This design comes from an exercise in tuning for small area, a short achievable clock period and few clock cycles on the open sky130 flow, not from production work.
The RTL was checked by simulation tests, not by an equivalence proof against the original design.

[flow/flow/run.sh]
#!/bin/bash
set -euo pipefail
export BUFFER_PORTS_ARGS="-buffer_cell sky130_fd_sc_hd__buf_1"
RES="$PWD/orfs/results/$FLOW_PLATFORM/divisor_clk/base"
bash standard.sh 3_4_place_resized > standard_place.log 2>&1
ODB="$RES/3_4_place_resized.odb" SDC="$RES/2_floorplan.sdc" \
  PLATFORM_DIR="$FLOW_HOME/platforms/$FLOW_PLATFORM" \
  openroad -no_init -exit flow/downsize.tcl > downsize.log 2>&1
bash standard.sh > standard.log 2>&1
[flow/flow/downsize.tcl]
# Area recovery after placement: swap each upsized logic cell back to its
# smallest drive strength when that makes no path slower than the design's
# worst path, and adds no max-slew or max-capacitance violation.
# usage: ODB=... SDC=... PLATFORM_DIR=... openroad -no_init -exit downsize.tcl
set pdir $::env(PLATFORM_DIR)
read_liberty $pdir/lib/sky130_fd_sc_hd__tt_025C_1v80.lib
read_db $::env(ODB)
read_sdc $::env(SDC)
source $pdir/setRC.tcl
estimate_parasitics -placement

proc wns {} { return [sta::worst_slack_cmd max] }
proc viol {} { return [expr {[sta::max_slew_violation_count] + [sta::max_capacitance_violation_count]}] }

set base [wns]
set base_viol [viol]
puts "downsize: start worst slack $base, slew/cap violations $base_viol"
set block [ord::get_db_block]
set db [ord::get_db]
set saved 0.0
set n 0
foreach inst [$block getInsts] {
  set m [$inst getMaster]
  set mname [$m getName]
  if {![regexp {^(sky130_fd_sc_hd__([a-z0-9]+))_([0-9]+)$} $mname -> stem func drive]} { continue }
  if {$drive <= 1} { continue }
  if {[regexp {^(df|edf|sdf|dl|clk|buf|tap|fill|decap|conb|mux)} $func]} { continue }
  set small ""
  foreach d {1 0} {
    if {[$db findMaster ${stem}_$d] ne "NULL"} { set small ${stem}_$d; break }
  }
  if {$small eq "" || [string equal $small $mname]} { continue }
  set name [$inst getName]
  set a0 [expr {[$m getWidth] * [$m getHeight]}]
  replace_cell $name $small
  estimate_parasitics -placement
  if {[wns] < $base - 1e-13 || [viol] > $base_viol} {
    replace_cell $name $mname
  } else {
    set m2 [$db findMaster $small]
    set saved [expr {$saved + ($a0 - [$m2 getWidth] * [$m2 getHeight]) / 1e6}]
    incr n
  }
}
estimate_parasitics -placement
puts "downsize: resized $n cells, saved $saved um2, worst slack [wns], slew/cap violations [viol]"
write_db $::env(ODB)
[flow/standard.sh]
#!/bin/bash
# synth_recipe.tcl (not shown) runs the flow's synth.tcl, then flattens the netlist and writes it again
# the make line also repeats each setting of config.mk as NAME=value (left out here)
make -C /OpenROAD-flow-scripts/flow DESIGN_CONFIG=/design/flow/config.mk WORK_HOME=/design/flow/orfs CLKGATE_MAP_FILE= SYNTH_SCRIPT=/design/flow/synth_recipe.tcl "${@:-finish}"
[flow/config.mk]
export PLATFORM = sky130hd
export DESIGN_NAME = divisor_clk
export DESIGN_NICKNAME = divisor_clk
export VERILOG_FILES = /design/flow/design.v
export SDC_FILE = /design/flow/constraint.sdc
export NUM_CORES = 4
export LEC_CHECK = 0
export ABC_AREA = 1
export CAP_MARGIN = 20
export CORE_MARGIN = 2
export CORE_UTILIZATION = 40
export PLACE_DENSITY = 0.6
export SLEW_MARGIN = 20
[flow/constraint.sdc]
create_clock -name core_clock -period 110.0 [get_ports {clk}]
set_input_delay 22.0000 -clock core_clock [delete_from_list [all_inputs] [get_ports {clk}]]
set_output_delay 22.0000 -clock core_clock [all_outputs]
set_load 0.01 [all_outputs]
[flow/design.v]
`timescale 1ns / 1ps
module divisor_clk #(parameter WIDTH = 24,
                 parameter WIDTHZ = (WIDTH*2))
(
    input logic clk,
    input logic arst,
    input logic start,
    input logic [WIDTH-1:0] a,
    input logic [WIDTH-1:0] b,
    output logic done,
    output logic div_by_zero,
    output logic [WIDTH-1:0] q,
    output logic [WIDTH-1:0] f,
    output logic [WIDTHZ-1:0] z
);
    localparam K = 7;
    logic             busy;
    logic [2:0]       cnt;         
    logic [WIDTH-1:0] rem;         
    logic [WIDTH-1:0] div;         
    logic [WIDTHZ-1:0] qd;         
    logic             dz;          
    assign dz = (div == '0);
    logic [WIDTH-1:0]  rem_init;
    logic [WIDTHZ-1:0] qd_init;
    logic [2:0]       cnt_init;
    always_comb begin
        rem_init = '0;
        qd_init  = {1'b0, a, 23'b0};
        cnt_init = 3'd6;
        if ((|b[23:13])) begin
            rem_init = a >> 11;
            qd_init  = {a[10:0], 37'b0};
            cnt_init = 3'd4;
        end
        if ((|b[23:20])) begin
            rem_init = a >> 4;
            qd_init  = {a[3:0], 44'b0};
            cnt_init = 3'd3;
        end
    end
    logic [WIDTH-1:0]  r_s [0:K];
    logic [WIDTHZ-1:0] q_s [0:K];
    assign r_s[0] = rem;
    assign q_s[0] = qd;
    for (genvar i = 0; i < K; i++) begin : g_step
        logic [WIDTH:0] x, y, t;
        logic qb;
        assign x = {r_s[i], q_s[i][WIDTHZ-1]};
        assign y = {1'b0, div};
        logic [WIDTH+1:0] g, p;
        logic [WIDTH+2:0] bw;
        assign g = {1'b0, ~x & y};
        assign p = {1'b0, ~(x ^ y)};
        assign bw[0] = 1'b0;
        for (genvar j = 0; j <= WIDTH; j = j + 2) begin : g_grp
            logic gg, pp;
            assign gg = g[j+1] | (p[j+1] & g[j]);
            assign pp = p[j+1] & p[j];
            assign bw[j+1] = g[j] | (p[j] & bw[j]);
            assign bw[j+2] = gg | (pp & bw[j]);
        end
        assign t = x ^ y ^ bw[WIDTH:0];
        assign qb = ~t[WIDTH];
        assign r_s[i+1] = qb ? t[WIDTH-1:0] : x[WIDTH-1:0];
        assign q_s[i+1] = {q_s[i][WIDTHZ-2:0], qb};
    end
    always_ff @(posedge clk or posedge arst) begin
        if (arst) begin
            busy <= 1'b0;
            done <= 1'b0;
            cnt <= '0;
            div_by_zero <= 1'b0;
        end else begin
            done <= 1'b0;
            if (busy) begin
                div_by_zero <= dz;
                if (cnt == 0 || dz) begin
                    busy <= 1'b0;
                    done <= 1'b1;
                end
                cnt <= cnt - 1'b1;
            end else if (start) begin
                busy <= 1'b1;
                cnt <= cnt_init;
            end
        end
    end
    always_ff @(posedge clk) begin
        div <= b;
        if (busy) begin
            rem <= r_s[K];
            qd  <= dz ? '0 : q_s[K];
        end else begin
            rem <= rem_init;
            qd  <= qd_init;
        end
    end
    assign q = qd[WIDTHZ-1:WIDTH];
    assign f = qd[WIDTH-1:0];
    assign z = qd;
endmodule
==> impl_metrics.toml <==
[run_status]
status = "complete, no violations"

[detailed_routing]
drtPass1Iterations = 5
vias = 10740
drc_errors = 0
wirelength_mm = 33.94
via_per_inst = 4.941
drt_iter0_markers = 644
final_antenna_net_count = 0
wl_per_cell_um = 15.61

[worst_hold_path]
hp-class = "reg -> reg"
hold_depth = 2
min_to = "qd[15]"
hp-start = "qd[8]"

[sta]
rsz0062_at_grt = "no"
finalHoldViolCount = 0
max_freq_mhz = 41.75
tns_ns = 0
fin_crit_sh_pct = 21.77
clock_skew_ns = 0.01634
slew_headroom_pct = 38.83
setup_viol = 0
slew_viol_final = 0
period_minus_slack_ns = 23.95
tightestPinTransition_ns = 0.9153

[setup_path]
criticalPathCategory = "reg -> reg"
cp_slowest_stage_delay_ns = 0.71
r2r_cells = 200
start_kind = "flip-flop"
reg2reg_slack_ns = 86.05
slowest_stage = "dfxtp_1"
cpMostUsedCell = "nand2_1"
r2r-end = "rem[10]"
critPathLaunch = "div[1]"
cp-end-kind = "flip-flop"
crit_required_ns = 110.31
reg2reg_from = "div[1]"
critPathArrivalTime_ns = 24.26
crit_path_max_fanout = 46

[cts]
clockBufferDepth = 2
cts_setup_buffers = 0
cts_sinks = 102
cts-root-buf = "clkbuf_16"
cts_buffers = 9
cts_tree = "built"
path_clk_slew_ns = 0.08
cts_hold_buf = 0
cts_resized = 0
cts_max_level = 3
worstSkewPairLatency_ns = 0.37

[global_route]
grt_pass1_wl_mm = 54.75
antenna_found_initial = 0
grt_pass1_vias = 10390
grt_max_degree = 47
grt_usage_pct = 21.07
grt-ovfl-total = 0

[logic_synthesis]
ys_ff_latch = 102
ys_warn_count = 3
synthTopCellsByCount = "nand2_1, inv_1, ha_1"
synth-edff-count = 0
yosys.cell_count.top_type = "nand2_1"
synth.top_cell.area_share_pct = 16.72
synth_area_leaders = "ha_1, dfxtp_1, nand2_1, fa_1, inv_1"
synth_area_sq_um = 12500
syn_inst = 1700
synth_cell_type_count = 43
synth_fp_nets = 1994
async_flop_share_pct = 5.882
yosys.area.top_type = "ha_1"
ys.flop_type = "dfxtp_1"
syn_area_per_cell_sq_um = 7.350
synth-seq-area-share_pct = 16.58

[die]
rows = 64
boundaryPins = 149
dieHeight_um = 180.7
core_area_sq_um = 30670
die-width_um = 180.7
die_area_sq_um = 32670
initial_utilization_pct = 40.74

[cells_and_area]
drive_above_1_share_pct = 3.937
final_area_sq_um = 12930
fin_util_pct = 42.16
final_cells = 2174
nFillCells = 3176
syn2layout_area_growth_pct = 3.485
nets = 2067
antenna_cells = 0
multi_input_area_sq_um = 8467
register_area_sq_um = 2072

[placement]
port_buffers = 148
hpwl_mm = 27.36
gp_congestion = 0.8675
place_area_sq_um = 12650
dpl.cell_count = 2158

[job]
max_cap_viol_count = 0
[layout make-up]
class                           instances  share of cell area (%)
Tap cell                              396                   3.832
Timing Repair Buffer                  155                   4.702
Clock inverter                          7                  0.4644
Inverter                              267                   7.760
Sequential cell                       102                   16.02
Multi-Input combinational cell       1238                   65.48
Clock buffer                            9                   1.742
[flip-flops by register name, summed over array words and instances, names as in the netlist]
signal / count
div: 24
cnt: 3
rem: 24
done: 1
busy: 1
qd: 48
div_by_zero: 1
[per-layer routing]
| layer | vias up | track usage [%] | part of all wire [%] |
|---|---|---|---|
| li1 | 5478 | - | - |
| met1 | 4964 | 27.62 | 46 |
| met2 | 266 | 37.06 | 48 |
| met3 | 34 | 2.358 | 4.5 |
| met4 | 0 | 4.871 | 1.6 |
| met5 | - | 0 | 0 |
[cell families (layout without fill, tap and decap cells)]
family                   after synthesis  count (layout)  share of synthesized area, %
AND/OR/NAND/NOR                      692             692                         25.26
multiplexers                          12              12                         1.061
adder cells (fa/ha/maj)              243             243                         28.90
buffers and inverters                360             438                         13.27
XOR/XNOR                              81              81                         5.677
flip-flops                           102             102                         16.58
AO/OA/AOI/OAI                        210             210                         9.252
[worst max path at each step]
stage	end	slack, ns	depth (start not counted)
after global placement	rem[9]	86.07	10
after floorplan	rem[1]	86.58	10
final	rem[10]	86.05	200
after detailed placement	rem[11]	85.89	200
after global routing	rem[12]	83.27	201
after CTS	rem[11]	85.80	200
[cells in the final DEF, fill, tap and decap left out, drive strengths merged]
master	n
buf	155
a21oi	78
xor2	19
inv	249
clkbuf	9
ha	167
a221oi	1
clkinv	23
fa	76
or4	1
dfxtp	96
a22oi	4
o221ai	8
mux2	10
a31oi	3
nand2	523
o21ai	103
nor4	5
clkinvlp	2
o22ai	10
nand3	110
nand4	2
nand3b	1
xnor2	62
o211ai	3
dfrtp	6
nor3	4
mux2i	2
and2	4
nor2	42
[metrics by stage]
step,hold WS (ns),setup slack (ns)
after floorplan,0.4649,86.58
after global placement,0.4298,86.07
after detailed placement,0.4345,85.89
after CTS,0.4521,85.80
after global routing,0.4648,83.27
final,0.4448,86.05
[critical path, delay by kind of cell (launching register included)]
kind / cells / cell delay [ns]
and+or+nand+nor: 169 / 15.53
AOI/OAI and AO/OA: 9 / 1.50
buffers and inverters: 14 / 3.04
adders and majority gates: 7 / 2.48
DFF: 1 / 0.71
muxes: 1 / 0.43
Testbench counts, summed over its fixed seeds: cycles 16,768.

-- afterwards: timing with drivers on the ports --
No port has a modelled driver above. Below, the same layout with a new extraction and two added sets of constraints. Step 1 (the two cells are an assumption about what drives the block):
set clk [get_ports {clk}]
set_driving_cell -lib_cell sky130_fd_sc_hd__clkbuf_16 $clk
set_driving_cell -lib_cell sky130_fd_sc_hd__buf_2 [delete_from_list [all_inputs] $clk]
Step 2 adds t to the input delays and takes it off the output delays; t is the mean of the earliest and latest rising clock arrival at the registers after step 1. Input paths then give back, and output paths get back, about the clock's delay inside the block. Three values: ideal ports, drivers, drivers and shift; two values: the first two.
t, ns: 0.413
setup WS [ns]: 86.049 / 86.049 / 86.036
worst register clock-pin slew, ns: 0.09 / 0.09
worst data-port slew with drivers (ns): 0.04
pins driven straight from the clock port: 1
After both steps setup and hold are still met in this run. The setup slack of this run moves by 0.000 ns with the drivers and by -0.013 ns with both steps.
